What follows belongs to an exercise in optimizing a design on an open flow for small area, a short achievable clock period and few clock cycles per item; a production flow would make more cautious choices.
In this exercise RTL edits were held to simulation tests only and were not proved equivalent to the original.

## flow/design.v (module list and top-level ports; edited modules follow where they fit)
// module Calvalid: 884 lines
// module CalvalidR: 900 lines
// module LowN: 7 lines
// module LowR: 5 lines
// module HiBit: 5 lines
// module LowBit: 4 lines
// module Nand2: 3 lines
// module Nand3: 3 lines
// module Nor2: 3 lines
// module Nor3: 3 lines
// module FullAdd: 4 lines
// module HitTest: 35 lines
// module RippleSub: 34 lines
module HitTest(
    input clk,
    input rst,
    input start,
    input rsel,
    input [15:0] x,
    input [15:0] y,
    input [15:0] notex,
    input [15:0] notey,
    input signed [15:0] indx,
    input signed [15:0] indy,
    output valJR,
    output valE,
    output valr,
    output valR,
    output reg ready
);
  // ...
==> flow/flow/run.sh <==
#!/bin/bash
# The standard layout, with the ports buffered by the smallest buffer
# (sky130_fd_sc_hd__buf_1) rather than the cell buffer_ports picks by itself;
# timing repair still resizes any port buffer on a critical path.
set -euo pipefail
bash standard.sh BUFFER_PORTS_ARGS="-buffer_cell sky130_fd_sc_hd__buf_1" finish > standard.log 2>&1
==> flow/standard.sh <==
#!/bin/bash
# synth_recipe.tcl (not shown) runs the flow's synth.tcl, then flattens the netlist and writes it again
# the make line also repeats each setting of config.mk as NAME=value (left out here)
make -C /OpenROAD-flow-scripts/flow DESIGN_CONFIG=/design/flow/config.mk WORK_HOME=/design/flow/orfs CLKGATE_MAP_FILE= SYNTH_SCRIPT=/design/flow/synth_recipe.tcl "${@:-finish}"
==> flow/config.mk <==
export PLATFORM = sky130hd
export DESIGN_NAME = HitTest
export DESIGN_NICKNAME = HitTest
export VERILOG_FILES = /design/flow/design.v
export SDC_FILE = /design/flow/constraint.sdc
export NUM_CORES = 4
export LEC_CHECK = 0
export CAP_MARGIN = 20
export CORE_MARGIN = 2
export CORE_UTILIZATION = 60
export SETUP_SLACK_MARGIN = 2.5
export SLEW_MARGIN = 20
export SYNTH_HIERARCHICAL = 1
export SYNTH_MINIMUM_KEEP_SIZE = 0
==> flow/constraint.sdc <==
create_clock -name core_clock -period 10.0 [get_ports {clk}]
set_input_delay 2.0000 -clock core_clock [delete_from_list [all_inputs] [get_ports {clk}]]
set_output_delay 2.0000 -clock core_clock [all_outputs]
set_load 0.01 [all_outputs]
==> out/qor.log, run 1 <==
INFO  run_status     outcome=finished clean
INFO  floorplan      dieArea=32900um^2
INFO  cells_and_area clockNetworkAreaShare=1.34%
INFO  global_route   wire_length_of_the_first_global_routing_pass=76.3mm
INFO  global_route   use_met2=50.7%
INFO  floorplan      die_width=181um
INFO  floorplan      die_y=181um
INFO  cells_and_area multi_input_cells=1550
INFO  yosys          synthMuxAreaShare=0%
INFO  clock_network  clockRootBuffer=sky130_fd_sc_hd__clkbuf_16
INFO  sta            finalHoldViolations=0
INFO  cells_and_area fillCellCount=2532
INFO  cells_and_area antenna_cells_inserted=2
INFO  cells_and_area bufAreaShareNonClock=2.64%
INFO  drt            drt-pass1-iter-count=5
INFO  drt            route.final.wire_length=45.5mm
INFO  drt            route.met2.wl=22.6mm
INFO  worst_setup_path crit_path_top_delay_cell=sky130_fd_sc_hd__fa_1
INFO  sta            maxClockFrequency=138MHz
INFO  place          globalplace.congestion=0.854
INFO  cells_and_area finish.instance_area=19800um^2
INFO  clock_network  clockBufferDepth=2
INFO  yosys          synthDominantAreaCellType=sky130_fd_sc_hd__fa_1
INFO  cells_and_area num-nonclk-inverters=101
INFO  yosys          yosys-top-cells-count=sky130_fd_sc_hd__fa_1 (530), sky130_fd_sc_hd__nor2_1 (517), sky130_fd_sc_hd__clkbuf_1 (118)
INFO  worst_setup_path critPathLaunchType=register
INFO  cells_and_area commonest_cells_after_routing_fill_and_taps_aside=sky130_fd_sc_hd__fa_1 (530), sky130_fd_sc_hd__nor2_1 (517), sky130_fd_sc_hd__buf_1 (104), sky130_fd_sc_hd__inv_1 (101), sky130_fd_sc_hd__ha_1 (79)
INFO  floorplan      io-pin-count=105
INFO  yosys          synth.cell_area=18900um^2
INFO  global_route   routing_usage_on_met1=39.7%
INFO  clock_network  tritoncts=built
INFO  worst_setup_path arrival=5.25ns
INFO  sta            setup_slack=2.75ns
INFO  sta            timing.slew.headroom=41.4%
INFO  min_path       hold-path-cell-count=1
INFO  clock_network  clkTransAtPathRegs=0.06ns
INFO  yosys          postSynthCellCount=1848
INFO  global_route   globalRoute.totalOverflow=0
Testbench counts, summed over its fixed seeds: cycles 16,000, items 16,000.
==> run 2, diff against run 1 <==
==> flow/run.sh (new file) <==
#!/bin/bash
# synth_recipe.tcl (not shown) runs the flow's synth.tcl, then flattens the netlist and writes it again
# the make line also repeats each setting of config.mk as NAME=value (left out here)
make -C /OpenROAD-flow-scripts/flow DESIGN_CONFIG=/design/flow/config.mk WORK_HOME=/design/flow/orfs CLKGATE_MAP_FILE= SYNTH_SCRIPT=/design/flow/synth_recipe.tcl finish
removed: flow/flow/run.sh
removed: flow/standard.sh
==> out/qor.log, run 2 <==
INFO  yosys          synthArstFlopShare=0% [unchanged]
INFO  yosys          synth_xor_xnor_area_share=5.57% [unchanged]
INFO  worst_setup_path worstPathMaxFanout=14 [was 18]
INFO  worst_setup_path critPathLaunchType=register [unchanged]
INFO  worst_setup_path arrival=5.47ns [was 5.25 ns]
INFO  yosys          synthMuxAreaShare=0% [unchanged]
INFO  yosys          netlist-cell-type-count=59 [unchanged]
INFO  sta            timing.slew.headroom=48.3% [was 41.4%]
INFO  yosys          most_used_standard_cell_by_instance_count_after_synthesis=sky130_fd_sc_hd__fa_1 [unchanged]
INFO  cells_and_area fin_util=66.6% [was 64.1%]
INFO  floorplan      floorplan.core_area=30800um^2 [unchanged]
INFO  worst_setup_path worst-endpoint-required=8.00ns [about the same]
INFO  yosys          post_synth.cell_area_avg=10.2um^2 [unchanged]
INFO  floorplan      die_y=181um [unchanged]
INFO  clock_network  clkTransAtPathRegs=0.06ns [about the same]
INFO  place          port-buffer-count=104 [unchanged]
INFO  worst_setup_path end_kind=output pin [unchanged]
INFO  floorplan      std_cell_rows=64 [unchanged]
INFO  drt            drt-pass1-iter-count=5 [unchanged]
INFO  cells_and_area fin_nets=2558 [was 2562]
INFO  floorplan      die_width=181um [unchanged]
INFO  global_route   wire_length_of_the_first_global_routing_pass=75.7mm [was 76.3 mm]
INFO  yosys          largest_family_of_logic_cells_by_synthesized_area=adder cells [unchanged]
INFO  cells_and_area syn2layout_area_growth=8.64% [was 4.60%]
INFO  yosys          postSynthCellCount=1848 [unchanged]
INFO  floorplan      io-pin-count=105 [unchanged]
INFO  clock_network  cts_made_buffers=9 [unchanged]
INFO  yosys          synth-adder-area-share=61.8% [unchanged]
INFO  clock_network  tritoncts=built [unchanged]
INFO  yosys          leading_cell_types_by_total_area_after_synthesis=sky130_fd_sc_hd__fa_1 (56%), sky130_fd_sc_hd__nor2_1 (10%), sky130_fd_sc_hd__dfxtp_1 (7.4%), sky130_fd_sc_hd__ha_1 (5.2%), sky130_fd_sc_hd__xnor2_1 (3.2%) [unchanged]
INFO  drt            detail-route-antenna-nets=0 [unchanged]
INFO  place          place_inst=2230 [was 2235]
INFO  drt            route.final.wire_length=45.5mm [about the same]
INFO  drt            routedWlPerCell=20.2um [about the same]
INFO  clock_network  clkSinkCount=70 [unchanged]
INFO  sta            finalHoldViolations=0 [unchanged]
INFO  cells_and_area finish.instance_area=20500um^2 [was 19800 um^2]
INFO  sta            layout_min_cycle_time=7.47ns [was 7.25 ns]
INFO  place          postPlaceCellArea=20000um^2 [was 19400 um^2]
INFO  yosys          yosys_most_used_dff=sky130_fd_sc_hd__dfxtp_1 [unchanged]
INFO  sta            fin_tns_setup=0ns [unchanged]
INFO  cells_and_area layout-drive-gt1-share=9.55% [was 8.62%]
INFO  yosys          synth-edff-count=0 [unchanged]
INFO  global_route   globalRoute.totalOverflow=0 [unchanged]
INFO  yosys          yosys-top-cells-count=sky130_fd_sc_hd__fa_1 (530), sky130_fd_sc_hd__nor2_1 (517), sky130_fd_sc_hd__clkbuf_1 (118) [unchanged]
INFO  global_route   track_usage=30.0% [was 30.3%]
INFO  place          post-place-ws=2.32ns [was 2.66 ns]
INFO  cells_and_area commonest_cells_after_routing_fill_and_taps_aside=sky130_fd_sc_hd__fa_1 (529), sky130_fd_sc_hd__nor2_1 (517), sky130_fd_sc_hd__inv_1 (101), sky130_fd_sc_hd__clkdlybuf4s50_1 (101), sky130_fd_sc_hd__ha_1 (78) [was sky130_fd_sc_hd__fa_1 (530), sky130_fd_sc_hd__nor2_1 (517), sky130_fd_sc_hd__buf_1 (104), sky130_fd_sc_hd__inv_1 (101), sky130_fd_sc_hd__ha_1 (79)]
INFO  clock_network  clockBufferDepth=2 [unchanged]
INFO  yosys          synth.cell_area=18900um^2 [unchanged]
INFO  yosys          postSynthRegisterBits=70 [unchanged]
INFO  floorplan      dieArea=32900um^2 [unchanged]
INFO  run_status     outcome=finished clean [unchanged]
INFO  sta            setup_slack=2.53ns [was 2.75 ns]
INFO  global_route   antenna_found_initial=10 [was 3]
INFO  sta            final_period_util=74.7% [was 72.5%]
INFO  clock_network  ctsHtreeMaxLevel=3 [unchanged]
INFO  drt            detailed_route_vias_per_instance=5.77 [was 5.76]
INFO  yosys          synthDominantAreaCellType=sky130_fd_sc_hd__fa_1 [unchanged]
INFO  clock_network  clockRootBuffer=sky130_fd_sc_hd__clkbuf_16 [unchanged]
INFO  worst_setup_path critPathKind=reg2out [unchanged]
INFO  min_path       holdCritStartpoint=rsel [unchanged]
INFO  yosys          yosys.area.top_type_share=56.2% [unchanged]
INFO  sta            maxClockFrequency=134MHz [was 138 MHz]
INFO  sta            finalSetupViolations=0 [unchanged]
INFO  sta            setup_repair_after_global_routing_missed_its_margin=yes [was no]
INFO  place          dp_hpwl=36.2mm [about the same]
INFO  place          globalplace.congestion=0.886 [was 0.854]
INFO  floorplan      floorplan.initialDensity=61.3% [unchanged]
INFO  flow_run       max_cap_viol_count=0 [unchanged]
INFO  yosys          synth_simple_gate_area_share=17.1% [unchanged]
INFO  yosys          seq_area_frac_synth=7.42% [unchanged]
INFO  drt            first_iter_violations=774 [was 734]
INFO  global_route   largest_net_degree_at_the_start_of_global_routing=19 [unchanged]
INFO  min_path       hold-path-endpoint=rs$_DFF_P_ [unchanged]
INFO  sta            drv_slew=0 [unchanged]
INFO  cells_and_area stdcell_count=2255 [unchanged]
INFO  sta            tightest_slew=0.774ns [was 0.877 ns]
INFO  min_path       timing.hold.worst.class=in2reg [unchanged]
INFO  drt            via_count=13.0k [about the same]
INFO  min_path       hold-path-cell-count=1 [unchanged]
INFO  cells_and_area leading_cell_type_in_the_layout_fill_and_taps_excluded=sky130_fd_sc_hd__fa_1 [unchanged]
INFO  global_route   grt_pass1_vias=14.8k [was 14.5k]
INFO  yosys          yosysWarnings=7 [unchanged]
INFO  yosys          synth-compound-area-share=3.17% [unchanged]
INFO  drt            drt_drc_violations_left=0 [unchanged]
run 2: changes by cell type in the layout (fill, tap and decap cells not counted), moves of 6 or more:
cell / change
sky130_fd_sc_hd__clkdlybuf4s50_1: +101
sky130_fd_sc_hd__buf_1: -104
sky130_fd_sc_hd__dfxtp_2: -12
sky130_fd_sc_hd__dfxtp_4: +27
sky130_fd_sc_hd__buf_4: -6
sky130_fd_sc_hd__dfxtp_1: -15
run 2: metal layers:
layer / track usage (%) / up-vias / wire [um]
met4: 9.27 / 10 / 1480
met2: 50.2 / 518 / 22500
met5: 0 / - / 61
met1: 38.7 / 6790 / 17500
li1: - / 5588 / -
met3: 7.84 / 102 / 3950
run 2: metrics by stage:
| step | hold slack [ns] |
|---|---|
| finish | 2.11 |
| CTS | 2.11 |
| global route | 2.11 |
| detailed placement | 2.46 |
| floorplan | 2.03 |
| global placement | 2.46 |
run 2: repair_timing:
item,in CTS,in global routing
pin swaps,1,4
setup buffers,1,3
resized for setup,72,34
endpoints found under the setup margin,4,4
gates cloned,0,0
hold buffers,0,0
run 2: final cells by class:
class                           count  area, um^2
Sequential cell                    70        1560
Clock inverter                      5        33.8
Inverter                          101         379
Fill cell                        2507       10300
Antenna cell                        5        12.5
Multi-Input combinational cell   1550       16600
Tap cell                          396         495
Clock buffer                       11         243
Timing Repair Buffer              117        1160
run 2: worst max-delay path by stage:
stage / from / to / slack (ns) / cells past startpoint
after floorplan: nax[4]$_DFF_P_ / valE / 3.32 / 18
after global placement: nax[3]$_DFF_P_ / valr / 2.34 / 17
after detailed placement: nay[0]$_DFF_P_ / valJR / 2.32 / 17
after CTS: nax[0]$_DFF_P_ / valJR / 2.51 / 14
after global routing: nax[0]$_DFF_P_ / valr / 2.30 / 14
final: nax[0]$_DFF_P_ / valr / 2.53 / 14
run 2: worst max-delay path, cell delays in order, from the launching register on:
cell	delay, ns
sky130_fd_sc_hd__dfxtp_4	0.40
sky130_fd_sc_hd__or2_2	0.32
sky130_fd_sc_hd__fa_1	0.46
sky130_fd_sc_hd__fa_1	0.52
sky130_fd_sc_hd__fa_1	0.44
sky130_fd_sc_hd__fa_1	0.42
sky130_fd_sc_hd__fa_1	0.46
sky130_fd_sc_hd__fa_1	0.53
sky130_fd_sc_hd__xor2_1	0.18
sky130_fd_sc_hd__xnor2_1	0.13
sky130_fd_sc_hd__nand3_1	0.11
sky130_fd_sc_hd__nor3_2	0.24
sky130_fd_sc_hd__nand3_2	0.18
sky130_fd_sc_hd__nor2b_1	0.16
sky130_fd_sc_hd__clkdlybuf4s50_1	0.55
run 2: Yosys stat by module (local to each module, per instance), a selection:
module,area [um^2],cells inside,flops+latches,times used
FullAdd,20.0,1,0,528
Nor3,10.0,1,0,4
Nand3,5.00,1,0,15
CalvalidR,1820,391,0,1
LowR,380,45,0,1
Nor2,3.75,1,0,2
Calvalid,1840,393,0,1
run 2: cell families after synthesis:
logic type      after synthesis
simple gates                738
compound gates               74
flops                        70
buf+inv                     234
fa+ha+maj                   617
other cells                   2
xor+xnor                    113

==> re-timing with driven ports <==
The flow's constraints put no driver on any port. The routed layouts listed below were extracted and timed again, unchanged, in two steps. Step 1 (the two cells are an assumption about what drives the block):
set clk [get_ports {clk}]
set_driving_cell -lib_cell sky130_fd_sc_hd__clkbuf_16 $clk
set_driving_cell -lib_cell sky130_fd_sc_hd__buf_2 [delete_from_list [all_inputs] $clk]
Step 2, shift: input delay + t, output delay - t, t = (earliest + latest rising clock arrival at the registers) / 2. This alone moves slack from input paths to output paths. a / b / c = ideal / step 1 / step 2; a / b = the first two.
| run | t (ns) | setup WS [ns] | worst register clock-pin slew, ns | pins driven straight from the clock port |
|---|---|---|---|---|
| run 1 | 0.384 | 2.755 / 2.709 / 2.769 | 0.06 / 0.06 | 1 |
| run 2 | 0.386 | 2.530 / 2.489 / 2.476 | 0.06 / 0.06 | 1 |
After both steps every run listed still meets setup and hold. For run 2, which loses most, drivers alone change the setup slack by -0.041 ns; drivers and shift together by -0.054 ns.
